This design comes from an exercise in tuning for small area and a short achievable clock period on the open sky130 flow, not from production work.
In this exercise RTL edits were held to simulation tests only and were not proved equivalent to the original.
Power is estimated from default activity; no workload was simulated.

==> design.v <==
module fpga_top (clk, rstn, addr, we, dx, dw, dt, out);
  input clk;
  input we;
  input [255:0] dx;
  input [255:0] dw;
  input [15:0] dt;
  input [2:0] addr;
  input rstn;
  output out;
  wire [255:0] mm = dx ^ dw;
  wire s1, c2;
  wire s3, c4;
  wire s5, c6;
  wire s7, c8;
  wire s9, c10;
  wire s11, c12;
  wire s13, c14;
  wire s15, c16;
  wire s17, c18;
  wire s19, c20;
  wire s21, c22;
  wire s23, c24;
  wire s25, c26;
  wire s27, c28;
  wire s29, c30;
  wire s31, c32;
  wire s33, c34;
  wire s35, c36;
  wire s37, c38;
  wire s39, c40;
  wire s41, c42;
  wire s43, c44;
  wire s45, c46;
  wire s47, c48;
  wire s49, c50;
  wire s51, c52;
  wire s53, c54;
  wire s55, c56;
  wire s57, c58;
  wire s59, c60;
  wire s61, c62;
  wire s63, c64;
  wire s65, c66;
  wire s67, c68;
  wire s69, c70;
  wire s71, c72;
  wire s73, c74;
  wire s75, c76;
  wire s77, c78;
  wire s79, c80;
  wire s81, c82;
  wire s83, c84;
  wire s85, c86;
  wire s87, c88;
  wire s89, c90;
  wire s91, c92;
  wire s93, c94;
  wire s95, c96;
  wire s97, c98;
  wire s99, c100;
  wire s101, c102;
  wire s103, c104;
  wire s105, c106;
  wire s107, c108;
  wire s109, c110;
  wire s111, c112;
  wire s113, c114;
  wire s115, c116;
  wire s117, c118;
  wire s119, c120;
  wire s121, c122;
  wire s123, c124;
  wire s125, c126;
  wire s127, c128;
  wire s129, c130;
  wire s131, c132;
  wire s133, c134;
  wire s135, c136;
  wire s137, c138;
  wire s139, c140;
  wire s141, c142;
  wire s143, c144;
  wire s145, c146;
  wire s147, c148;
  wire s149, c150;
  wire s151, c152;
  wire s153, c154;
  wire s155, c156;
  wire s157, c158;
  wire s159, c160;
  wire s161, c162;
  wire s163, c164;
  wire s165, c166;
  wire s167, c168;
  wire s169, c170;
  wire s171, c172;
  wire s173, c174;
  wire s175, c176;
  wire s177, c178;
  wire s179, c180;
  wire s181, c182;
  wire s183, c184;
  wire s185, c186;
  wire s187, c188;
  wire s189, c190;
  wire s191, c192;
  wire s193, c194;
  wire s195, c196;
  wire s197, c198;
  wire s199, c200;
  wire s201, c202;
  wire s203, c204;
  wire s205, c206;
  wire s207, c208;
  wire s209, c210;
  wire s211, c212;
  wire s213, c214;
  wire s215, c216;
  wire s217, c218;
  wire s219, c220;
  wire s221, c222;
  wire s223, c224;
  wire s225, c226;
  wire s227, c228;
  wire s229, c230;
  wire s231, c232;
  wire s233, c234;
  wire s235, c236;
  wire s237, c238;
  wire s239, c240;
  wire s241, c242;
  wire s243, c244;
  wire s245, c246;
  wire s247, c248;
  wire s249, c250;
  wire s251, c252;
  wire s253, c254;
  wire s255, c256;
  wire s257, c258;
  wire s259, c260;
  wire s261, c262;
  wire s263, c264;
  wire s265, c266;
  wire s267, c268;
  wire s269, c270;
  wire s271, c272;
  wire s273, c274;
  wire s275, c276;
  wire s277, c278;
  wire s279, c280;
  wire s281, c282;
  wire s283, c284;
  reg [114:0] p1;
  wire s285, c286;
  wire s287, c288;
  wire s289, c290;
  wire s291, c292;
  wire s293, c294;
  wire s295, c296;
  wire s297, c298;
  wire s299, c300;
  wire s301, c302;
  wire s303, c304;
  wire s305, c306;
  wire s307, c308;
  wire s309, c310;
  wire s311, c312;
  wire s313, c314;
  wire s315, c316;
  wire s317, c318;
  wire s319, c320;
  wire s321, c322;
  wire s323, c324;
  wire s325, c326;
  wire s327, c328;
  wire s329, c330;
  wire s331, c332;
  wire s333, c334;
  wire s335, c336;
  wire s337, c338;
  wire s339, c340;
  wire s341, c342;
  wire s343, c344;
  wire s345, c346;
  wire s347, c348;
  wire s349, c350;
  wire s351, c352;
  wire s353, c354;
  wire s355, c356;
  wire s357, c358;
  wire s359, c360;
  wire s361, c362;
  wire s363, c364;
  wire s365, c366;
  wire s367, c368;
  wire s369, c370;
  wire s371, c372;
  wire s373, c374;
  wire s375, c376;
  wire s377, c378;
  wire s379, c380;
  wire s381, c382;
  wire s383, c384;
  wire s385, c386;
  wire s387, c388;
  wire s389, c390;
  wire s391, c392;
  wire s393, c394;
  wire s395, c396;
  wire s397, c398;
  wire s399, c400;
  wire s401, c402;
  wire s403, c404;
  wire s405, c406;
  wire s407, c408;
  wire s409, c410;
  wire s411, c412;
  wire s413, c414;
  wire s415, c416;
  wire s417, c418;
  wire s419, c420;
  wire s421, c422;
  wire s423, c424;
  wire s425, c426;
  wire s427, c428;
  wire s429, c430;
  wire s431, c432;
  wire s433, c434;
  wire s435, c436;
  wire s437, c438;
  wire s439, c440;
  wire s441, c442;
  wire s443, c444;
  wire s445, c446;
  wire s447, c448;
  wire s449, c450;
  wire s451, c452;
  wire s453, c454;
  wire s455, c456;
  wire s457, c458;
  wire s459, c460;
  wire s461, c462;
  wire s463, c464;
  wire s465, c466;
  wire s467, c468;
  wire s469, c470;
  wire s471, c472;
  wire s473, c474;
  wire s475, c476;
  wire s477, c478;
  wire s479, c480;
  wire s481, c482;
  wire s483, c484;
  wire s485, c486;
  reg [19:0] p2;
  wire s487, c488;
  wire s489, c490;
  wire s491, c492;
  wire s493, c494;
  wire s495, c496;
  wire s497, c498;
  wire s499, c500;
  wire s501, c502;
  reg [8:0] p3;
  reg [15:0] wt1;
  reg wv1; reg [2:0] wa1;
  reg wv2; reg [2:0] wa2;
  reg wv3; reg [2:0] wa3;
  assign s1 = mm[0] ^ mm[1] ^ mm[2];
  assign c2 = (mm[0] & mm[1]) | (mm[0] & mm[2]) | (mm[1] & mm[2]);
  assign s3 = mm[3] ^ mm[4] ^ mm[5];
  assign c4 = (mm[3] & mm[4]) | (mm[3] & mm[5]) | (mm[4] & mm[5]);
  assign s5 = mm[6] ^ mm[7] ^ mm[8];
  assign c6 = (mm[6] & mm[7]) | (mm[6] & mm[8]) | (mm[7] & mm[8]);
  assign s7 = mm[9] ^ mm[10] ^ mm[11];
  assign c8 = (mm[9] & mm[10]) | (mm[9] & mm[11]) | (mm[10] & mm[11]);
  assign s9 = mm[12] ^ mm[13] ^ mm[14];
  assign c10 = (mm[12] & mm[13]) | (mm[12] & mm[14]) | (mm[13] & mm[14]);
  assign s11 = mm[15] ^ mm[16] ^ mm[17];
  assign c12 = (mm[15] & mm[16]) | (mm[15] & mm[17]) | (mm[16] & mm[17]);
  assign s13 = mm[18] ^ mm[19] ^ mm[20];
  assign c14 = (mm[18] & mm[19]) | (mm[18] & mm[20]) | (mm[19] & mm[20]);
  assign s15 = mm[21] ^ mm[22] ^ mm[23];
  assign c16 = (mm[21] & mm[22]) | (mm[21] & mm[23]) | (mm[22] & mm[23]);
  assign s17 = mm[24] ^ mm[25] ^ mm[26];
  assign c18 = (mm[24] & mm[25]) | (mm[24] & mm[26]) | (mm[25] & mm[26]);
  assign s19 = mm[27] ^ mm[28] ^ mm[29];
  assign c20 = (mm[27] & mm[28]) | (mm[27] & mm[29]) | (mm[28] & mm[29]);
  assign s21 = mm[30] ^ mm[31] ^ mm[32];
  assign c22 = (mm[30] & mm[31]) | (mm[30] & mm[32]) | (mm[31] & mm[32]);
  assign s23 = mm[33] ^ mm[34] ^ mm[35];
  assign c24 = (mm[33] & mm[34]) | (mm[33] & mm[35]) | (mm[34] & mm[35]);
  assign s25 = mm[36] ^ mm[37] ^ mm[38];
  assign c26 = (mm[36] & mm[37]) | (mm[36] & mm[38]) | (mm[37] & mm[38]);
  assign s27 = mm[39] ^ mm[40] ^ mm[41];
  assign c28 = (mm[39] & mm[40]) | (mm[39] & mm[41]) | (mm[40] & mm[41]);
  assign s29 = mm[42] ^ mm[43] ^ mm[44];
  assign c30 = (mm[42] & mm[43]) | (mm[42] & mm[44]) | (mm[43] & mm[44]);
  assign s31 = mm[45] ^ mm[46] ^ mm[47];
  assign c32 = (mm[45] & mm[46]) | (mm[45] & mm[47]) | (mm[46] & mm[47]);
  assign s33 = mm[48] ^ mm[49] ^ mm[50];
  assign c34 = (mm[48] & mm[49]) | (mm[48] & mm[50]) | (mm[49] & mm[50]);
  assign s35 = mm[51] ^ mm[52] ^ mm[53];
  assign c36 = (mm[51] & mm[52]) | (mm[51] & mm[53]) | (mm[52] & mm[53]);
  assign s37 = mm[54] ^ mm[55] ^ mm[56];
  assign c38 = (mm[54] & mm[55]) | (mm[54] & mm[56]) | (mm[55] & mm[56]);
  assign s39 = mm[57] ^ mm[58] ^ mm[59];
  assign c40 = (mm[57] & mm[58]) | (mm[57] & mm[59]) | (mm[58] & mm[59]);
  assign s41 = mm[60] ^ mm[61] ^ mm[62];
  assign c42 = (mm[60] & mm[61]) | (mm[60] & mm[62]) | (mm[61] & mm[62]);
  assign s43 = mm[63] ^ mm[64] ^ mm[65];
  assign c44 = (mm[63] & mm[64]) | (mm[63] & mm[65]) | (mm[64] & mm[65]);
  assign s45 = mm[66] ^ mm[67] ^ mm[68];
  assign c46 = (mm[66] & mm[67]) | (mm[66] & mm[68]) | (mm[67] & mm[68]);
  assign s47 = mm[69] ^ mm[70] ^ mm[71];
  assign c48 = (mm[69] & mm[70]) | (mm[69] & mm[71]) | (mm[70] & mm[71]);
  assign s49 = mm[72] ^ mm[73] ^ mm[74];
  assign c50 = (mm[72] & mm[73]) | (mm[72] & mm[74]) | (mm[73] & mm[74]);
  assign s51 = mm[75] ^ mm[76] ^ mm[77];
  assign c52 = (mm[75] & mm[76]) | (mm[75] & mm[77]) | (mm[76] & mm[77]);
  assign s53 = mm[78] ^ mm[79] ^ mm[80];
  assign c54 = (mm[78] & mm[79]) | (mm[78] & mm[80]) | (mm[79] & mm[80]);
  assign s55 = mm[81] ^ mm[82] ^ mm[83];
  assign c56 = (mm[81] & mm[82]) | (mm[81] & mm[83]) | (mm[82] & mm[83]);
  assign s57 = mm[84] ^ mm[85] ^ mm[86];
  assign c58 = (mm[84] & mm[85]) | (mm[84] & mm[86]) | (mm[85] & mm[86]);
  assign s59 = mm[87] ^ mm[88] ^ mm[89];
  assign c60 = (mm[87] & mm[88]) | (mm[87] & mm[89]) | (mm[88] & mm[89]);
  assign s61 = mm[90] ^ mm[91] ^ mm[92];
  assign c62 = (mm[90] & mm[91]) | (mm[90] & mm[92]) | (mm[91] & mm[92]);
  assign s63 = mm[93] ^ mm[94] ^ mm[95];
  assign c64 = (mm[93] & mm[94]) | (mm[93] & mm[95]) | (mm[94] & mm[95]);
  assign s65 = mm[96] ^ mm[97] ^ mm[98];
  assign c66 = (mm[96] & mm[97]) | (mm[96] & mm[98]) | (mm[97] & mm[98]);
  assign s67 = mm[99] ^ mm[100] ^ mm[101];
  assign c68 = (mm[99] & mm[100]) | (mm[99] & mm[101]) | (mm[100] & mm[101]);
  assign s69 = mm[102] ^ mm[103] ^ mm[104];
  assign c70 = (mm[102] & mm[103]) | (mm[102] & mm[104]) | (mm[103] & mm[104]);
  assign s71 = mm[105] ^ mm[106] ^ mm[107];
  assign c72 = (mm[105] & mm[106]) | (mm[105] & mm[107]) | (mm[106] & mm[107]);
  assign s73 = mm[108] ^ mm[109] ^ mm[110];
  assign c74 = (mm[108] & mm[109]) | (mm[108] & mm[110]) | (mm[109] & mm[110]);
  assign s75 = mm[111] ^ mm[112] ^ mm[113];
  assign c76 = (mm[111] & mm[112]) | (mm[111] & mm[113]) | (mm[112] & mm[113]);
  assign s77 = mm[114] ^ mm[115] ^ mm[116];
  assign c78 = (mm[114] & mm[115]) | (mm[114] & mm[116]) | (mm[115] & mm[116]);
  assign s79 = mm[117] ^ mm[118] ^ mm[119];
  assign c80 = (mm[117] & mm[118]) | (mm[117] & mm[119]) | (mm[118] & mm[119]);
  assign s81 = mm[120] ^ mm[121] ^ mm[122];
  assign c82 = (mm[120] & mm[121]) | (mm[120] & mm[122]) | (mm[121] & mm[122]);
  assign s83 = mm[123] ^ mm[124] ^ mm[125];
  assign c84 = (mm[123] & mm[124]) | (mm[123] & mm[125]) | (mm[124] & mm[125]);
  assign s85 = mm[126] ^ mm[127] ^ mm[128];
  assign c86 = (mm[126] & mm[127]) | (mm[126] & mm[128]) | (mm[127] & mm[128]);
  assign s87 = mm[129] ^ mm[130] ^ mm[131];
  assign c88 = (mm[129] & mm[130]) | (mm[129] & mm[131]) | (mm[130] & mm[131]);
  assign s89 = mm[132] ^ mm[133] ^ mm[134];
  assign c90 = (mm[132] & mm[133]) | (mm[132] & mm[134]) | (mm[133] & mm[134]);
  assign s91 = mm[135] ^ mm[136] ^ mm[137];
  assign c92 = (mm[135] & mm[136]) | (mm[135] & mm[137]) | (mm[136] & mm[137]);
  assign s93 = mm[138] ^ mm[139] ^ mm[140];
  assign c94 = (mm[138] & mm[139]) | (mm[138] & mm[140]) | (mm[139] & mm[140]);
  assign s95 = mm[141] ^ mm[142] ^ mm[143];
  assign c96 = (mm[141] & mm[142]) | (mm[141] & mm[143]) | (mm[142] & mm[143]);
  assign s97 = mm[144] ^ mm[145] ^ mm[146];
  assign c98 = (mm[144] & mm[145]) | (mm[144] & mm[146]) | (mm[145] & mm[146]);
  assign s99 = mm[147] ^ mm[148] ^ mm[149];
  assign c100 = (mm[147] & mm[148]) | (mm[147] & mm[149]) | (mm[148] & mm[149]);
  assign s101 = mm[150] ^ mm[151] ^ mm[152];
  assign c102 = (mm[150] & mm[151]) | (mm[150] & mm[152]) | (mm[151] & mm[152]);
  assign s103 = mm[153] ^ mm[154] ^ mm[155];
  assign c104 = (mm[153] & mm[154]) | (mm[153] & mm[155]) | (mm[154] & mm[155]);
  assign s105 = mm[156] ^ mm[157] ^ mm[158];
  assign c106 = (mm[156] & mm[157]) | (mm[156] & mm[158]) | (mm[157] & mm[158]);
  assign s107 = mm[159] ^ mm[160] ^ mm[161];
  assign c108 = (mm[159] & mm[160]) | (mm[159] & mm[161]) | (mm[160] & mm[161]);
  assign s109 = mm[162] ^ mm[163] ^ mm[164];
  assign c110 = (mm[162] & mm[163]) | (mm[162] & mm[164]) | (mm[163] & mm[164]);
  assign s111 = mm[165] ^ mm[166] ^ mm[167];
  assign c112 = (mm[165] & mm[166]) | (mm[165] & mm[167]) | (mm[166] & mm[167]);
  assign s113 = mm[168] ^ mm[169] ^ mm[170];
  assign c114 = (mm[168] & mm[169]) | (mm[168] & mm[170]) | (mm[169] & mm[170]);
  assign s115 = mm[171] ^ mm[172] ^ mm[173];
  assign c116 = (mm[171] & mm[172]) | (mm[171] & mm[173]) | (mm[172] & mm[173]);
  assign s117 = mm[174] ^ mm[175] ^ mm[176];
  assign c118 = (mm[174] & mm[175]) | (mm[174] & mm[176]) | (mm[175] & mm[176]);
  assign s119 = mm[177] ^ mm[178] ^ mm[179];
  assign c120 = (mm[177] & mm[178]) | (mm[177] & mm[179]) | (mm[178] & mm[179]);
  assign s121 = mm[180] ^ mm[181] ^ mm[182];
  assign c122 = (mm[180] & mm[181]) | (mm[180] & mm[182]) | (mm[181] & mm[182]);
  assign s123 = mm[183] ^ mm[184] ^ mm[185];
  assign c124 = (mm[183] & mm[184]) | (mm[183] & mm[185]) | (mm[184] & mm[185]);
  assign s125 = mm[186] ^ mm[187] ^ mm[188];
  assign c126 = (mm[186] & mm[187]) | (mm[186] & mm[188]) | (mm[187] & mm[188]);
  assign s127 = mm[189] ^ mm[190] ^ mm[191];
  assign c128 = (mm[189] & mm[190]) | (mm[189] & mm[191]) | (mm[190] & mm[191]);
  assign s129 = mm[192] ^ mm[193] ^ mm[194];
  assign c130 = (mm[192] & mm[193]) | (mm[192] & mm[194]) | (mm[193] & mm[194]);
  assign s131 = mm[195] ^ mm[196] ^ mm[197];
  assign c132 = (mm[195] & mm[196]) | (mm[195] & mm[197]) | (mm[196] & mm[197]);
  assign s133 = mm[198] ^ mm[199] ^ mm[200];
  assign c134 = (mm[198] & mm[199]) | (mm[198] & mm[200]) | (mm[199] & mm[200]);
  assign s135 = mm[201] ^ mm[202] ^ mm[203];
  assign c136 = (mm[201] & mm[202]) | (mm[201] & mm[203]) | (mm[202] & mm[203]);
  assign s137 = mm[204] ^ mm[205] ^ mm[206];
  assign c138 = (mm[204] & mm[205]) | (mm[204] & mm[206]) | (mm[205] & mm[206]);
  assign s139 = mm[207] ^ mm[208] ^ mm[209];
  assign c140 = (mm[207] & mm[208]) | (mm[207] & mm[209]) | (mm[208] & mm[209]);
  assign s141 = mm[210] ^ mm[211] ^ mm[212];
  assign c142 = (mm[210] & mm[211]) | (mm[210] & mm[212]) | (mm[211] & mm[212]);
  assign s143 = mm[213] ^ mm[214] ^ mm[215];
  assign c144 = (mm[213] & mm[214]) | (mm[213] & mm[215]) | (mm[214] & mm[215]);
  assign s145 = mm[216] ^ mm[217] ^ mm[218];
  assign c146 = (mm[216] & mm[217]) | (mm[216] & mm[218]) | (mm[217] & mm[218]);
  assign s147 = mm[219] ^ mm[220] ^ mm[221];
  assign c148 = (mm[219] & mm[220]) | (mm[219] & mm[221]) | (mm[220] & mm[221]);
  assign s149 = mm[222] ^ mm[223] ^ mm[224];
  assign c150 = (mm[222] & mm[223]) | (mm[222] & mm[224]) | (mm[223] & mm[224]);
  assign s151 = mm[225] ^ mm[226] ^ mm[227];
  assign c152 = (mm[225] & mm[226]) | (mm[225] & mm[227]) | (mm[226] & mm[227]);
  assign s153 = mm[228] ^ mm[229] ^ mm[230];
  assign c154 = (mm[228] & mm[229]) | (mm[228] & mm[230]) | (mm[229] & mm[230]);
  assign s155 = mm[231] ^ mm[232] ^ mm[233];
  assign c156 = (mm[231] & mm[232]) | (mm[231] & mm[233]) | (mm[232] & mm[233]);
  assign s157 = mm[234] ^ mm[235] ^ mm[236];
  assign c158 = (mm[234] & mm[235]) | (mm[234] & mm[236]) | (mm[235] & mm[236]);
  assign s159 = mm[237] ^ mm[238] ^ mm[239];
  assign c160 = (mm[237] & mm[238]) | (mm[237] & mm[239]) | (mm[238] & mm[239]);
  assign s161 = mm[240] ^ mm[241] ^ mm[242];
  assign c162 = (mm[240] & mm[241]) | (mm[240] & mm[242]) | (mm[241] & mm[242]);
  assign s163 = mm[243] ^ mm[244] ^ mm[245];
  assign c164 = (mm[243] & mm[244]) | (mm[243] & mm[245]) | (mm[244] & mm[245]);
  assign s165 = mm[246] ^ mm[247] ^ mm[248];
  assign c166 = (mm[246] & mm[247]) | (mm[246] & mm[248]) | (mm[247] & mm[248]);
  assign s167 = mm[249] ^ mm[250] ^ mm[251];
  assign c168 = (mm[249] & mm[250]) | (mm[249] & mm[251]) | (mm[250] & mm[251]);
  assign s169 = mm[252] ^ mm[253] ^ mm[254];
  assign c170 = (mm[252] & mm[253]) | (mm[252] & mm[254]) | (mm[253] & mm[254]);
  assign s171 = s1 ^ s3 ^ s5;
  assign c172 = (s1 & s3) | (s1 & s5) | (s3 & s5);
  assign s173 = s7 ^ s9 ^ s11;
  assign c174 = (s7 & s9) | (s7 & s11) | (s9 & s11);
  assign s175 = s13 ^ s15 ^ s17;
  assign c176 = (s13 & s15) | (s13 & s17) | (s15 & s17);
  assign s177 = s19 ^ s21 ^ s23;
  assign c178 = (s19 & s21) | (s19 & s23) | (s21 & s23);
  assign s179 = s25 ^ s27 ^ s29;
  assign c180 = (s25 & s27) | (s25 & s29) | (s27 & s29);
  assign s181 = s31 ^ s33 ^ s35;
  assign c182 = (s31 & s33) | (s31 & s35) | (s33 & s35);
  assign s183 = s37 ^ s39 ^ s41;
  assign c184 = (s37 & s39) | (s37 & s41) | (s39 & s41);
  assign s185 = s43 ^ s45 ^ s47;
  assign c186 = (s43 & s45) | (s43 & s47) | (s45 & s47);
  assign s187 = s49 ^ s51 ^ s53;
  assign c188 = (s49 & s51) | (s49 & s53) | (s51 & s53);
  assign s189 = s55 ^ s57 ^ s59;
  assign c190 = (s55 & s57) | (s55 & s59) | (s57 & s59);
  assign s191 = s61 ^ s63 ^ s65;
  assign c192 = (s61 & s63) | (s61 & s65) | (s63 & s65);
  assign s193 = s67 ^ s69 ^ s71;
  assign c194 = (s67 & s69) | (s67 & s71) | (s69 & s71);
  assign s195 = s73 ^ s75 ^ s77;
  assign c196 = (s73 & s75) | (s73 & s77) | (s75 & s77);
  assign s197 = s79 ^ s81 ^ s83;
  assign c198 = (s79 & s81) | (s79 & s83) | (s81 & s83);
  assign s199 = s85 ^ s87 ^ s89;
  assign c200 = (s85 & s87) | (s85 & s89) | (s87 & s89);
  assign s201 = s91 ^ s93 ^ s95;
  assign c202 = (s91 & s93) | (s91 & s95) | (s93 & s95);
  assign s203 = s97 ^ s99 ^ s101;
  assign c204 = (s97 & s99) | (s97 & s101) | (s99 & s101);
  assign s205 = s103 ^ s105 ^ s107;
  assign c206 = (s103 & s105) | (s103 & s107) | (s105 & s107);
  assign s207 = s109 ^ s111 ^ s113;
  assign c208 = (s109 & s111) | (s109 & s113) | (s111 & s113);
  assign s209 = s115 ^ s117 ^ s119;
  assign c210 = (s115 & s117) | (s115 & s119) | (s117 & s119);
  assign s211 = s121 ^ s123 ^ s125;
  assign c212 = (s121 & s123) | (s121 & s125) | (s123 & s125);
  assign s213 = s127 ^ s129 ^ s131;
  assign c214 = (s127 & s129) | (s127 & s131) | (s129 & s131);
  assign s215 = s133 ^ s135 ^ s137;
  assign c216 = (s133 & s135) | (s133 & s137) | (s135 & s137);
  assign s217 = s139 ^ s141 ^ s143;
  assign c218 = (s139 & s141) | (s139 & s143) | (s141 & s143);
  assign s219 = s145 ^ s147 ^ s149;
  assign c220 = (s145 & s147) | (s145 & s149) | (s147 & s149);
  assign s221 = s151 ^ s153 ^ s155;
  assign c222 = (s151 & s153) | (s151 & s155) | (s153 & s155);
  assign s223 = s157 ^ s159 ^ s161;
  assign c224 = (s157 & s159) | (s157 & s161) | (s159 & s161);
  assign s225 = s163 ^ s165 ^ s167;
  assign c226 = (s163 & s165) | (s163 & s167) | (s165 & s167);
  assign s227 = s169 ^ mm[255];
  assign c228 = s169 & mm[255];
  assign s229 = c2 ^ c4 ^ c6;
  assign c230 = (c2 & c4) | (c2 & c6) | (c4 & c6);
  assign s231 = c8 ^ c10 ^ c12;
  assign c232 = (c8 & c10) | (c8 & c12) | (c10 & c12);
  assign s233 = c14 ^ c16 ^ c18;
  assign c234 = (c14 & c16) | (c14 & c18) | (c16 & c18);
  assign s235 = c20 ^ c22 ^ c24;
  assign c236 = (c20 & c22) | (c20 & c24) | (c22 & c24);
  assign s237 = c26 ^ c28 ^ c30;
  assign c238 = (c26 & c28) | (c26 & c30) | (c28 & c30);
  assign s239 = c32 ^ c34 ^ c36;
  assign c240 = (c32 & c34) | (c32 & c36) | (c34 & c36);
  assign s241 = c38 ^ c40 ^ c42;
  assign c242 = (c38 & c40) | (c38 & c42) | (c40 & c42);
  assign s243 = c44 ^ c46 ^ c48;
  assign c244 = (c44 & c46) | (c44 & c48) | (c46 & c48);
  assign s245 = c50 ^ c52 ^ c54;
  assign c246 = (c50 & c52) | (c50 & c54) | (c52 & c54);
  assign s247 = c56 ^ c58 ^ c60;
  assign c248 = (c56 & c58) | (c56 & c60) | (c58 & c60);
  assign s249 = c62 ^ c64 ^ c66;
  assign c250 = (c62 & c64) | (c62 & c66) | (c64 & c66);
  assign s251 = c68 ^ c70 ^ c72;
  assign c252 = (c68 & c70) | (c68 & c72) | (c70 & c72);
  assign s253 = c74 ^ c76 ^ c78;
  assign c254 = (c74 & c76) | (c74 & c78) | (c76 & c78);
  assign s255 = c80 ^ c82 ^ c84;
  assign c256 = (c80 & c82) | (c80 & c84) | (c82 & c84);
  assign s257 = c86 ^ c88 ^ c90;
  assign c258 = (c86 & c88) | (c86 & c90) | (c88 & c90);
  assign s259 = c92 ^ c94 ^ c96;
  assign c260 = (c92 & c94) | (c92 & c96) | (c94 & c96);
  assign s261 = c98 ^ c100 ^ c102;
  assign c262 = (c98 & c100) | (c98 & c102) | (c100 & c102);
  assign s263 = c104 ^ c106 ^ c108;
  assign c264 = (c104 & c106) | (c104 & c108) | (c106 & c108);
  assign s265 = c110 ^ c112 ^ c114;
  assign c266 = (c110 & c112) | (c110 & c114) | (c112 & c114);
  assign s267 = c116 ^ c118 ^ c120;
  assign c268 = (c116 & c118) | (c116 & c120) | (c118 & c120);
  assign s269 = c122 ^ c124 ^ c126;
  assign c270 = (c122 & c124) | (c122 & c126) | (c124 & c126);
  assign s271 = c128 ^ c130 ^ c132;
  assign c272 = (c128 & c130) | (c128 & c132) | (c130 & c132);
  assign s273 = c134 ^ c136 ^ c138;
  assign c274 = (c134 & c136) | (c134 & c138) | (c136 & c138);
  assign s275 = c140 ^ c142 ^ c144;
  assign c276 = (c140 & c142) | (c140 & c144) | (c142 & c144);
  assign s277 = c146 ^ c148 ^ c150;
  assign c278 = (c146 & c148) | (c146 & c150) | (c148 & c150);
  assign s279 = c152 ^ c154 ^ c156;
  assign c280 = (c152 & c154) | (c152 & c156) | (c154 & c156);
  assign s281 = c158 ^ c160 ^ c162;
  assign c282 = (c158 & c160) | (c158 & c162) | (c160 & c162);
  assign s283 = c164 ^ c166 ^ c168;
  assign c284 = (c164 & c166) | (c164 & c168) | (c166 & c168);
  assign s285 = p1[0] ^ p1[1] ^ p1[2];
  assign c286 = (p1[0] & p1[1]) | (p1[0] & p1[2]) | (p1[1] & p1[2]);
  assign s287 = p1[3] ^ p1[4] ^ p1[5];
  assign c288 = (p1[3] & p1[4]) | (p1[3] & p1[5]) | (p1[4] & p1[5]);
  assign s289 = p1[6] ^ p1[7] ^ p1[8];
  assign c290 = (p1[6] & p1[7]) | (p1[6] & p1[8]) | (p1[7] & p1[8]);
  assign s291 = p1[9] ^ p1[10] ^ p1[11];
  assign c292 = (p1[9] & p1[10]) | (p1[9] & p1[11]) | (p1[10] & p1[11]);
  assign s293 = p1[12] ^ p1[13] ^ p1[14];
  assign c294 = (p1[12] & p1[13]) | (p1[12] & p1[14]) | (p1[13] & p1[14]);
  assign s295 = p1[15] ^ p1[16] ^ p1[17];
  assign c296 = (p1[15] & p1[16]) | (p1[15] & p1[17]) | (p1[16] & p1[17]);
  assign s297 = p1[18] ^ p1[19] ^ p1[20];
  assign c298 = (p1[18] & p1[19]) | (p1[18] & p1[20]) | (p1[19] & p1[20]);
  assign s299 = p1[21] ^ p1[22] ^ p1[23];
  assign c300 = (p1[21] & p1[22]) | (p1[21] & p1[23]) | (p1[22] & p1[23]);
  assign s301 = p1[24] ^ p1[25] ^ p1[26];
  assign c302 = (p1[24] & p1[25]) | (p1[24] & p1[26]) | (p1[25] & p1[26]);
  assign s303 = p1[27] ^ p1[28];
  assign c304 = p1[27] & p1[28];
  assign s305 = p1[29] ^ p1[30] ^ p1[31];
  assign c306 = (p1[29] & p1[30]) | (p1[29] & p1[31]) | (p1[30] & p1[31]);
  assign s307 = p1[32] ^ p1[33] ^ p1[34];
  assign c308 = (p1[32] & p1[33]) | (p1[32] & p1[34]) | (p1[33] & p1[34]);
  assign s309 = p1[35] ^ p1[36] ^ p1[37];
  assign c310 = (p1[35] & p1[36]) | (p1[35] & p1[37]) | (p1[36] & p1[37]);
  assign s311 = p1[38] ^ p1[39] ^ p1[40];
  assign c312 = (p1[38] & p1[39]) | (p1[38] & p1[40]) | (p1[39] & p1[40]);
  assign s313 = p1[41] ^ p1[42] ^ p1[43];
  assign c314 = (p1[41] & p1[42]) | (p1[41] & p1[43]) | (p1[42] & p1[43]);
  assign s315 = p1[44] ^ p1[45] ^ p1[46];
  assign c316 = (p1[44] & p1[45]) | (p1[44] & p1[46]) | (p1[45] & p1[46]);
  assign s317 = p1[47] ^ p1[48] ^ p1[49];
  assign c318 = (p1[47] & p1[48]) | (p1[47] & p1[49]) | (p1[48] & p1[49]);
  assign s319 = p1[50] ^ p1[51] ^ p1[52];
  assign c320 = (p1[50] & p1[51]) | (p1[50] & p1[52]) | (p1[51] & p1[52]);
  assign s321 = p1[53] ^ p1[54] ^ p1[55];
  assign c322 = (p1[53] & p1[54]) | (p1[53] & p1[55]) | (p1[54] & p1[55]);
  assign s323 = p1[56] ^ p1[57] ^ p1[58];
  assign c324 = (p1[56] & p1[57]) | (p1[56] & p1[58]) | (p1[57] & p1[58]);
  assign s325 = p1[59] ^ p1[60] ^ p1[61];
  assign c326 = (p1[59] & p1[60]) | (p1[59] & p1[61]) | (p1[60] & p1[61]);
  assign s327 = p1[62] ^ p1[63] ^ p1[64];
  assign c328 = (p1[62] & p1[63]) | (p1[62] & p1[64]) | (p1[63] & p1[64]);
  assign s329 = p1[65] ^ p1[66] ^ p1[67];
  assign c330 = (p1[65] & p1[66]) | (p1[65] & p1[67]) | (p1[66] & p1[67]);
  assign s331 = p1[68] ^ p1[69] ^ p1[70];
  assign c332 = (p1[68] & p1[69]) | (p1[68] & p1[70]) | (p1[69] & p1[70]);
  assign s333 = p1[71] ^ p1[72] ^ p1[73];
  assign c334 = (p1[71] & p1[72]) | (p1[71] & p1[73]) | (p1[72] & p1[73]);
  assign s335 = p1[74] ^ p1[75] ^ p1[76];
  assign c336 = (p1[74] & p1[75]) | (p1[74] & p1[76]) | (p1[75] & p1[76]);
  assign s337 = p1[77] ^ p1[78] ^ p1[79];
  assign c338 = (p1[77] & p1[78]) | (p1[77] & p1[79]) | (p1[78] & p1[79]);
  assign s339 = p1[80] ^ p1[81] ^ p1[82];
  assign c340 = (p1[80] & p1[81]) | (p1[80] & p1[82]) | (p1[81] & p1[82]);
  assign s341 = p1[83] ^ p1[84] ^ p1[85];
  assign c342 = (p1[83] & p1[84]) | (p1[83] & p1[85]) | (p1[84] & p1[85]);
  assign s343 = p1[87] ^ p1[88] ^ p1[89];
  assign c344 = (p1[87] & p1[88]) | (p1[87] & p1[89]) | (p1[88] & p1[89]);
  assign s345 = p1[90] ^ p1[91] ^ p1[92];
  assign c346 = (p1[90] & p1[91]) | (p1[90] & p1[92]) | (p1[91] & p1[92]);
  assign s347 = p1[93] ^ p1[94] ^ p1[95];
  assign c348 = (p1[93] & p1[94]) | (p1[93] & p1[95]) | (p1[94] & p1[95]);
  assign s349 = p1[96] ^ p1[97] ^ p1[98];
  assign c350 = (p1[96] & p1[97]) | (p1[96] & p1[98]) | (p1[97] & p1[98]);
  assign s351 = p1[99] ^ p1[100] ^ p1[101];
  assign c352 = (p1[99] & p1[100]) | (p1[99] & p1[101]) | (p1[100] & p1[101]);
  assign s353 = p1[102] ^ p1[103] ^ p1[104];
  assign c354 = (p1[102] & p1[103]) | (p1[102] & p1[104]) | (p1[103] & p1[104]);
  assign s355 = p1[105] ^ p1[106] ^ p1[107];
  assign c356 = (p1[105] & p1[106]) | (p1[105] & p1[107]) | (p1[106] & p1[107]);
  assign s357 = p1[108] ^ p1[109] ^ p1[110];
  assign c358 = (p1[108] & p1[109]) | (p1[108] & p1[110]) | (p1[109] & p1[110]);
  assign s359 = p1[111] ^ p1[112] ^ p1[113];
  assign c360 = (p1[111] & p1[112]) | (p1[111] & p1[113]) | (p1[112] & p1[113]);
  assign s361 = s285 ^ s287 ^ s289;
  assign c362 = (s285 & s287) | (s285 & s289) | (s287 & s289);
  assign s363 = s291 ^ s293 ^ s295;
  assign c364 = (s291 & s293) | (s291 & s295) | (s293 & s295);
  assign s365 = s297 ^ s299 ^ s301;
  assign c366 = (s297 & s299) | (s297 & s301) | (s299 & s301);
  assign s367 = c286 ^ c288 ^ c290;
  assign c368 = (c286 & c288) | (c286 & c290) | (c288 & c290);
  assign s369 = c292 ^ c294 ^ c296;
  assign c370 = (c292 & c294) | (c292 & c296) | (c294 & c296);
  assign s371 = c298 ^ c300 ^ c302;
  assign c372 = (c298 & c300) | (c298 & c302) | (c300 & c302);
  assign s373 = c304 ^ s305 ^ s307;
  assign c374 = (c304 & s305) | (c304 & s307) | (s305 & s307);
  assign s375 = s309 ^ s311 ^ s313;
  assign c376 = (s309 & s311) | (s309 & s313) | (s311 & s313);
  assign s377 = s315 ^ s317 ^ s319;
  assign c378 = (s315 & s317) | (s315 & s319) | (s317 & s319);
  assign s379 = s321 ^ s323 ^ s325;
  assign c380 = (s321 & s323) | (s321 & s325) | (s323 & s325);
  assign s381 = s327 ^ s329 ^ s331;
  assign c382 = (s327 & s329) | (s327 & s331) | (s329 & s331);
  assign s383 = s333 ^ s335 ^ s337;
  assign c384 = (s333 & s335) | (s333 & s337) | (s335 & s337);
  assign s385 = s339 ^ s341 ^ p1[86];
  assign c386 = (s339 & s341) | (s339 & p1[86]) | (s341 & p1[86]);
  assign s387 = c306 ^ c308 ^ c310;
  assign c388 = (c306 & c308) | (c306 & c310) | (c308 & c310);
  assign s389 = c312 ^ c314 ^ c316;
  assign c390 = (c312 & c314) | (c312 & c316) | (c314 & c316);
  assign s391 = c318 ^ c320 ^ c322;
  assign c392 = (c318 & c320) | (c318 & c322) | (c320 & c322);
  assign s393 = c324 ^ c326 ^ c328;
  assign c394 = (c324 & c326) | (c324 & c328) | (c326 & c328);
  assign s395 = c330 ^ c332 ^ c334;
  assign c396 = (c330 & c332) | (c330 & c334) | (c332 & c334);
  assign s397 = c336 ^ c338 ^ c340;
  assign c398 = (c336 & c338) | (c336 & c340) | (c338 & c340);
  assign s399 = c342 ^ s343 ^ s345;
  assign c400 = (c342 & s343) | (c342 & s345) | (s343 & s345);
  assign s401 = s347 ^ s349 ^ s351;
  assign c402 = (s347 & s349) | (s347 & s351) | (s349 & s351);
  assign s403 = s353 ^ s355 ^ s357;
  assign c404 = (s353 & s355) | (s353 & s357) | (s355 & s357);
  assign s405 = s359 ^ p1[114];
  assign c406 = s359 & p1[114];
  assign s407 = c344 ^ c346 ^ c348;
  assign c408 = (c344 & c346) | (c344 & c348) | (c346 & c348);
  assign s409 = c350 ^ c352 ^ c354;
  assign c410 = (c350 & c352) | (c350 & c354) | (c352 & c354);
  assign s411 = c356 ^ c358 ^ c360;
  assign c412 = (c356 & c358) | (c356 & c360) | (c358 & c360);
  assign s413 = s361 ^ s363 ^ s365;
  assign c414 = (s361 & s363) | (s361 & s365) | (s363 & s365);
  assign s415 = c362 ^ c364 ^ c366;
  assign c416 = (c362 & c364) | (c362 & c366) | (c364 & c366);
  assign s417 = s367 ^ s369 ^ s371;
  assign c418 = (s367 & s369) | (s367 & s371) | (s369 & s371);
  assign s419 = s373 ^ s375 ^ s377;
  assign c420 = (s373 & s375) | (s373 & s377) | (s375 & s377);
  assign s421 = s379 ^ s381 ^ s383;
  assign c422 = (s379 & s381) | (s379 & s383) | (s381 & s383);
  assign s423 = c368 ^ c370 ^ c372;
  assign c424 = (c368 & c370) | (c368 & c372) | (c370 & c372);
  assign s425 = c374 ^ c376 ^ c378;
  assign c426 = (c374 & c376) | (c374 & c378) | (c376 & c378);
  assign s427 = c380 ^ c382 ^ c384;
  assign c428 = (c380 & c382) | (c380 & c384) | (c382 & c384);
  assign s429 = c386 ^ s387 ^ s389;
  assign c430 = (c386 & s387) | (c386 & s389) | (s387 & s389);
  assign s431 = s391 ^ s393 ^ s395;
  assign c432 = (s391 & s393) | (s391 & s395) | (s393 & s395);
  assign s433 = s397 ^ s399 ^ s401;
  assign c434 = (s397 & s399) | (s397 & s401) | (s399 & s401);
  assign s435 = s403 ^ s405;
  assign c436 = s403 & s405;
  assign s437 = c388 ^ c390 ^ c392;
  assign c438 = (c388 & c390) | (c388 & c392) | (c390 & c392);
  assign s439 = c394 ^ c396 ^ c398;
  assign c440 = (c394 & c396) | (c394 & c398) | (c396 & c398);
  assign s441 = c400 ^ c402 ^ c404;
  assign c442 = (c400 & c402) | (c400 & c404) | (c402 & c404);
  assign s443 = c406 ^ s407 ^ s409;
  assign c444 = (c406 & s407) | (c406 & s409) | (s407 & s409);
  assign s445 = c408 ^ c410 ^ c412;
  assign c446 = (c408 & c410) | (c408 & c412) | (c410 & c412);
  assign s447 = c414 ^ s415 ^ s417;
  assign c448 = (c414 & s415) | (c414 & s417) | (s415 & s417);
  assign s449 = s419 ^ s421 ^ s385;
  assign c450 = (s419 & s421) | (s419 & s385) | (s421 & s385);
  assign s451 = c416 ^ c418 ^ c420;
  assign c452 = (c416 & c418) | (c416 & c420) | (c418 & c420);
  assign s453 = c422 ^ s423 ^ s425;
  assign c454 = (c422 & s423) | (c422 & s425) | (s423 & s425);
  assign s455 = s427 ^ s429 ^ s431;
  assign c456 = (s427 & s429) | (s427 & s431) | (s429 & s431);
  assign s457 = s433 ^ s435;
  assign c458 = s433 & s435;
  assign s459 = c424 ^ c426 ^ c428;
  assign c460 = (c424 & c426) | (c424 & c428) | (c426 & c428);
  assign s461 = c430 ^ c432 ^ c434;
  assign c462 = (c430 & c432) | (c430 & c434) | (c432 & c434);
  assign s463 = c436 ^ s437 ^ s439;
  assign c464 = (c436 & s437) | (c436 & s439) | (s437 & s439);
  assign s465 = s441 ^ s443 ^ s411;
  assign c466 = (s441 & s443) | (s441 & s411) | (s443 & s411);
  assign s467 = c438 ^ c440 ^ c442;
  assign c468 = (c438 & c440) | (c438 & c442) | (c440 & c442);
  assign s469 = c444 ^ s445;
  assign c470 = c444 & s445;
  assign s471 = c448 ^ c450 ^ s451;
  assign c472 = (c448 & c450) | (c448 & s451) | (c450 & s451);
  assign s473 = s453 ^ s455 ^ s457;
  assign c474 = (s453 & s455) | (s453 & s457) | (s455 & s457);
  assign s475 = c452 ^ c454 ^ c456;
  assign c476 = (c452 & c454) | (c452 & c456) | (c454 & c456);
  assign s477 = c458 ^ s459 ^ s461;
  assign c478 = (c458 & s459) | (c458 & s461) | (s459 & s461);
  assign s479 = s463 ^ s465;
  assign c480 = s463 & s465;
  assign s481 = c460 ^ c462 ^ c464;
  assign c482 = (c460 & c462) | (c460 & c464) | (c462 & c464);
  assign s483 = c466 ^ s467 ^ s469;
  assign c484 = (c466 & s467) | (c466 & s469) | (s467 & s469);
  assign s485 = c468 ^ c470 ^ c446;
  assign c486 = (c468 & c470) | (c468 & c446) | (c470 & c446);
  assign s487 = p2[6] ^ p2[7] ^ p2[8];
  assign c488 = (p2[6] & p2[7]) | (p2[6] & p2[8]) | (p2[7] & p2[8]);
  assign s489 = p2[9] ^ p2[10];
  assign c490 = p2[9] & p2[10];
  assign s491 = p2[11] ^ p2[12] ^ p2[13];
  assign c492 = (p2[11] & p2[12]) | (p2[11] & p2[13]) | (p2[12] & p2[13]);
  assign s493 = p2[14] ^ p2[15];
  assign c494 = p2[14] & p2[15];
  assign s495 = p2[16] ^ p2[17] ^ p2[18];
  assign c496 = (p2[16] & p2[17]) | (p2[16] & p2[18]) | (p2[17] & p2[18]);
  assign s497 = c488 ^ c490 ^ s491;
  assign c498 = (c488 & c490) | (c488 & s491) | (c490 & s491);
  assign s499 = c492 ^ c494 ^ s495;
  assign c500 = (c492 & c494) | (c492 & s495) | (c494 & s495);
  assign s501 = c500 ^ c496 ^ p2[19];
  assign c502 = (c500 & c496) | (c500 & p2[19]) | (c496 & p2[19]);
  wire [7:0] ra = {c502, s501, c498, s497, s487, p2[4], p2[2], p2[0]};
  wire [7:0] rb = {1'b0, 1'b0, s499, s493, s489, p2[5], p2[3], p2[1]};
  wire [8:0] mcount = ra + rb;
  wire [8:0] pc = 9'd256 - mcount;
  always @(posedge clk) begin
    p1[0] <= s171;
    p1[1] <= s173;
    p1[2] <= s175;
    p1[3] <= s177;
    p1[4] <= s179;
    p1[5] <= s181;
    p1[6] <= s183;
    p1[7] <= s185;
    p1[8] <= s187;
    p1[9] <= s189;
    p1[10] <= s191;
    p1[11] <= s193;
    p1[12] <= s195;
    p1[13] <= s197;
    p1[14] <= s199;
    p1[15] <= s201;
    p1[16] <= s203;
    p1[17] <= s205;
    p1[18] <= s207;
    p1[19] <= s209;
    p1[20] <= s211;
    p1[21] <= s213;
    p1[22] <= s215;
    p1[23] <= s217;
    p1[24] <= s219;
    p1[25] <= s221;
    p1[26] <= s223;
    p1[27] <= s225;
    p1[28] <= s227;
    p1[29] <= c172;
    p1[30] <= c174;
    p1[31] <= c176;
    p1[32] <= c178;
    p1[33] <= c180;
    p1[34] <= c182;
    p1[35] <= c184;
    p1[36] <= c186;
    p1[37] <= c188;
    p1[38] <= c190;
    p1[39] <= c192;
    p1[40] <= c194;
    p1[41] <= c196;
    p1[42] <= c198;
    p1[43] <= c200;
    p1[44] <= c202;
    p1[45] <= c204;
    p1[46] <= c206;
    p1[47] <= c208;
    p1[48] <= c210;
    p1[49] <= c212;
    p1[50] <= c214;
    p1[51] <= c216;
    p1[52] <= c218;
    p1[53] <= c220;
    p1[54] <= c222;
    p1[55] <= c224;
    p1[56] <= c226;
    p1[57] <= c228;
    p1[58] <= s229;
    p1[59] <= s231;
    p1[60] <= s233;
    p1[61] <= s235;
    p1[62] <= s237;
    p1[63] <= s239;
    p1[64] <= s241;
    p1[65] <= s243;
    p1[66] <= s245;
    p1[67] <= s247;
    p1[68] <= s249;
    p1[69] <= s251;
    p1[70] <= s253;
    p1[71] <= s255;
    p1[72] <= s257;
    p1[73] <= s259;
    p1[74] <= s261;
    p1[75] <= s263;
    p1[76] <= s265;
    p1[77] <= s267;
    p1[78] <= s269;
    p1[79] <= s271;
    p1[80] <= s273;
    p1[81] <= s275;
    p1[82] <= s277;
    p1[83] <= s279;
    p1[84] <= s281;
    p1[85] <= s283;
    p1[86] <= c170;
    p1[87] <= c230;
    p1[88] <= c232;
    p1[89] <= c234;
    p1[90] <= c236;
    p1[91] <= c238;
    p1[92] <= c240;
    p1[93] <= c242;
    p1[94] <= c244;
    p1[95] <= c246;
    p1[96] <= c248;
    p1[97] <= c250;
    p1[98] <= c252;
    p1[99] <= c254;
    p1[100] <= c256;
    p1[101] <= c258;
    p1[102] <= c260;
    p1[103] <= c262;
    p1[104] <= c264;
    p1[105] <= c266;
    p1[106] <= c268;
    p1[107] <= c270;
    p1[108] <= c272;
    p1[109] <= c274;
    p1[110] <= c276;
    p1[111] <= c278;
    p1[112] <= c280;
    p1[113] <= c282;
    p1[114] <= c284;
    p2[0] <= s413;
    p2[1] <= s303;
    p2[2] <= s447;
    p2[3] <= s449;
    p2[4] <= s471;
    p2[5] <= s473;
    p2[6] <= c472;
    p2[7] <= c474;
    p2[8] <= s475;
    p2[9] <= s477;
    p2[10] <= s479;
    p2[11] <= c476;
    p2[12] <= c478;
    p2[13] <= c480;
    p2[14] <= s481;
    p2[15] <= s483;
    p2[16] <= c482;
    p2[17] <= c484;
    p2[18] <= s485;
    p2[19] <= c486;
    p3 <= pc;
    wv1 <= we; wa1 <= addr; wt1 <= dt;
    wv2 <= wv1; wa2 <= wa1;
    wv3 <= wv2; wa3 <= wa2;
  end
  reg [8:0]  pmem [0:7];
  reg [15:0] tmem [0:7];
  always @(posedge clk) begin
    if (wv1) tmem[wa1] <= wt1;
    if (wv3) pmem[wa3] <= p3;
  end
  reg [2:0] R;
  reg fresh;
  reg [8:0] XPp;
  reg [15:0] XPt;
  reg [15:0] Sn;
  reg outr;
  wire [15:0] XRt = fresh ? tmem[R] : XPt;
  reg XPpend;
  wire hitP = wv2 && (wa2 == R);
  wire hitF = wv3 && (wa3 == R);
  wire [8:0] XPe = XPpend ? p3 : XPp;
  wire [8:0] XRp = fresh ? (hitF ? p3 : pmem[R]) : XPe;
  always @(posedge clk) XPpend <= fresh && hitP;
  always @(posedge clk) begin
    if (!we) R <= addr;
    fresh <= ~we;
    XPp <= XRp;
    XPt <= XRt;
    if (rstn) begin
      Sn <= 16'd0;
      outr <= 1'b0;
    end else begin
      Sn <= Sn + {7'd0, XPe};
      outr <= Sn > XRt;
    end
  end
  assign out = outr;
endmodule
==> flow/run.sh <==
#!/bin/bash
# The standard layout (the standard.sh), with port buffers made of
# sky130_fd_sc_hd__buf_1, and timing repair aimed at a 3 ns period.
set -euo pipefail
bash standard.sh "BUFFER_PORTS_ARGS=-buffer_cell sky130_fd_sc_hd__buf_1" SETUP_SLACK_MARGIN=7 finish > standard_flow.log 2>&1
==> standard.sh <==
#!/bin/bash
# synth_recipe.tcl (not shown) runs the flow's synth.tcl, then flattens the netlist and writes it again
# the make line also repeats each setting of config.mk as NAME=value (left out here)
make -C /OpenROAD-flow-scripts/flow DESIGN_CONFIG=/design/flow/config.mk WORK_HOME=/design/flow/orfs CLKGATE_MAP_FILE= SYNTH_SCRIPT=/design/flow/synth_recipe.tcl "${@:-finish}"
==> config.mk <==
export PLATFORM = sky130hd
export DESIGN_NAME = fpga_top
export DESIGN_NICKNAME = fpga_top
export VERILOG_FILES = /design/flow/design.v
export SDC_FILE = /design/flow/constraint.sdc
export NUM_CORES = 4
export LEC_CHECK = 0
export ABC_CLOCK_PERIOD_IN_PS = 3000
export CAP_MARGIN = 20
export CORE_MARGIN = 2
export CORE_UTILIZATION = 40
export SLEW_MARGIN = 20
==> constraint.sdc <==
create_clock -name core_clock -period 10.0 [get_ports {clk}]
set_input_delay 2.0000 -clock core_clock [delete_from_list [all_inputs] [get_ports {clk}]]
set_output_delay 2.0000 -clock core_clock [all_outputs]
set_load 0.01 [all_outputs]
==> flow_summary.ini <==
[yosys]
synth_area_sq_um = 22200
yosysUniqueCellTypes = 44
yosysMostFrequentCell = inv_1
synth_top_flop_cell = dfxtp_1
async_flop_share_pct = 0
synth_edf_count = 203
synth_top_area_share_pct = 27.5
syn_avg_cell_area_sq_um = 14.0
synth_largest_area_cell = edfxtp_1
ys_seq_area_share_pct = 47.2
netlist_top_cells_count = inv_1 (287), fa_1 (244), dfxtp_1 (219), edfxtp_1 (203), xnor2_1 (175)
yosysWarningCount = 1
synth_area_leaders = edfxtp_1 (27%), fa_1 (22%), dfxtp_1 (20%)
synth-seq-cells = 422
synth_nets = 2414
syn_inst = 1589

[clock_network]
ctsLongestPathBuffers = 3
clkSinkCount = 422
numCtsBuffers = 47
cts_tree = yes
clk_pin_slew_ns = 0.06
htreeDepth = 2
clock-root-buffer = clkbuf_16
clk_latency_ns = 0.59

[min_path]
min_path_type = reg -> reg
holdPathStages = 0

[floorplan]
rows = 86
die_w_microns = 240
coreArea_sq_um = 55000
die_area_sq_um = 57400
die-height_microns = 240
start_util_pct = 40.4
ios = 535

[power_and_ir_drop]
ir_drop_mv = 0.461
p_leak_nw = 11.0
p_per_area_nw_per_um2 = 334
finalPower_mw = 9.47

[detailed_routing]
route.antenna.remaining_nets = 0
via_per_inst = 4.56
dr.pass1.iters = 5
routed_wl_microns = 61700
drt_iter0_drc = 732
vias = 13464
wl_per_cell_microns = 20.9
drcViolationCount = 0

[placed_design]
place_ws_ns = 6.14
dpl.cell_count = 2858
io_buffers = 534
place_hpwl_microns = 50600
dpl_cell_area_sq_um = 26500
routabilityCongestion = 0.968

[global_routing]
antenna_found_initial = 15
overflow = 0
grt_max_degree = 51
grt_pass1_vias = 14920
grt_pass1_wl_microns = 90400
grt_use_total_pct = 22.1

[sta]
fin_ws_ns = 6.85
finClkSkew_ns = 0.0183
min_period_over_period_pct = 31.5
whs_ns = 0.355
max-slew-margin-rel_pct = 29.5
setup_violations = 0
fmax_ghz = 0.318
period_needed_ns = 3.15
worst_slew_pin_slew_ns = 1.05
final_max_slew_viol_count = 0
setup_tns_ns = 0
hold_viol_final = 0
rsz0062_at_grt = true

[final_layout]
nFillCells = 4781
finalNonFillerCells = 2955
syn_to_final_growth_pct = 27.6
post-route-util_pct = 51.5
nets = 2987
drive_gt1_share_pct = 16.9
multi_input_area_sq_um = 12000
post-route-cell-area_sq_um = 28300
seqCellArea_sq_um = 10500

[setup_path]
crit_top_cell = fa_1
cp-start-kind = input port
path_depth = 5
path_cells = buf_1 > xnor2_1 > fa_1 > clkinvlp_4 > fa_1
endpoint_kind = flop
critPathMaxFanout = 1
cp.arrival_ns = 3.59
critPathTopFamily = adder cells
cp.buffers_inverters = 2
cp.required_ns = 10.45
worstSetupPathType = in -> reg
cp_slowest_stage_delay_ns = 0.60
r2r_cells = 9
cpMaxStageDelayCell = fa_1

[run_status]
status = timing/DRC/antenna clean

[job]
maxCapViolCount = 0
==> layer usage <==
layer  GRT usage, %  routed length, microns
met5           2.16                     263
met4           7.80                    2050
met3           4.92                    3950
met2           36.4                   30100
met1           28.7                   25300
==> power breakdown <==
| part | total [mW] | internal, mW | switching, mW | leakage (nW) |
|---|---|---|---|---|
| Combinational | 5.09 | 2.28 | 2.81 | 6.53 |
| Clock | 1.79 | 1.08 | 0.710 | 0.792 |
| Sequential | 2.58 | 2.37 | 0.219 | 3.69 |
==> cell type report <==
type	count	area share [%]
antenna	6	0.0530
multi-input combinational	856	42.4
timing repair buffer	547	7.60
clock buffer	63	4.61
inverter	288	3.83
sequential	422	37.1
tap	748	3.30
clock inverter	25	1.15
==> path summary, 6_finish.rpt <==
| check | endpoint | slack [ns] | from |
|---|---|---|---|
| setup / recovery | p1[0] | 6.85 | dx[8] |
| hold reg to reg | wv3 | 0.35 | wv2 |
| hold / removal | wv3 | 0.35 | wv2 |
| setup reg to reg | p2[5] | 7.01 | p1[29] |
==> timing repair <==
action / in CTS / in global routing
pin swaps: 21 / 11
hold buffers: 0 / 0
gates resized for setup: 35 / 33
setup endpoints to repair: 17 / 19
buffers inserted: 0 / 1
hold endpoints to repair: 0 / 0
==> sequential cells by signal, summed over array words and instances, names as in the netlist, 3 cells and up, named ones only <==
register and flops:
wt1 16, p1 115, Sn 16, R 3, wa1 3, wa3 3
XPt 16, p2 20, XPp 9, p3 9, pmem 72, wa2 3
tmem 128
==> cell usage in the layout, fill, tap and decap left out, types with 6 or more instances in the layout <==
| cell type | instances |
|---|---|
| buf_1 | 521 |
| inv_1 | 269 |
| dfxtp_1 | 209 |
| edfxtp_1 | 203 |
| fa_1 | 164 |
| xnor2_1 | 119 |
| fa_2 | 80 |
| xor2_1 | 68 |
| mux4_2 | 50 |
| nor2_1 | 50 |
| clkbuf_16 | 47 |
| ha_1 | 46 |
| xnor2_2 | 29 |
| xor2_4 | 27 |
| xnor2_4 | 27 |
| mux2i_1 | 24 |
| a21o_1 | 20 |
| inv_2 | 17 |
| a21oi_1 | 17 |
| nand2_1 | 16 |
| mux2_2 | 14 |
| nor3_1 | 14 |
| nor2b_1 | 10 |
| dfxtp_2 | 9 |
| clkbuf_1 | 9 |
| nand2b_1 | 8 |
| nor2_2 | 8 |
| o21ai_0 | 8 |
| buf_4 | 8 |
| clkbuf_8 | 7 |
| buf_2 | 7 |
| diode_2 | 6 |
| nand3_1 | 6 |
| a211oi_1 | 6 |
| clkinv_2 | 6 |
| bufinv_16 | 6 |
| clkbuf_2 | 6 |
==> cell families after synthesis <==
logic type               after synthesis  share of synthesized area [%]
adder cells (fa/ha/maj)              291                           24.7
XOR/XNOR                             271                           10.7
AND/OR/NAND/NOR                      129                           2.69
flip-flops                           422                           47.2
multiplexers                          88                           6.87
buffers and inverters                311                           5.46
AO/OA/AOI/OAI                         77                           2.41

what the ideal ports hide:
How much do the figures lean on ideal ports? The routed layout below was timed once more, with nothing changed but the port constraints.
Step 1, drivers: a clkbuf_16 drives clk and a buf_2 each remaining input, both assumed.
Step 2 also shifts input and output timing later by t, the mid clock arrival at the registers, as if the neighbouring blocks saw the same clock.
Three values: ideal, step 1, step 2; two values: the first two.
t (ns): 0.633
slack for setup (ns): 6.854 / 6.890 / 6.258
latest minus earliest clock arrival (ns): 0.022 / 0.023
cell pins on the clock port's net: 1
After both steps this run still meets setup and hold. The setup slack of this run moves by +0.036 ns with the drivers and by -0.596 ns with both steps.
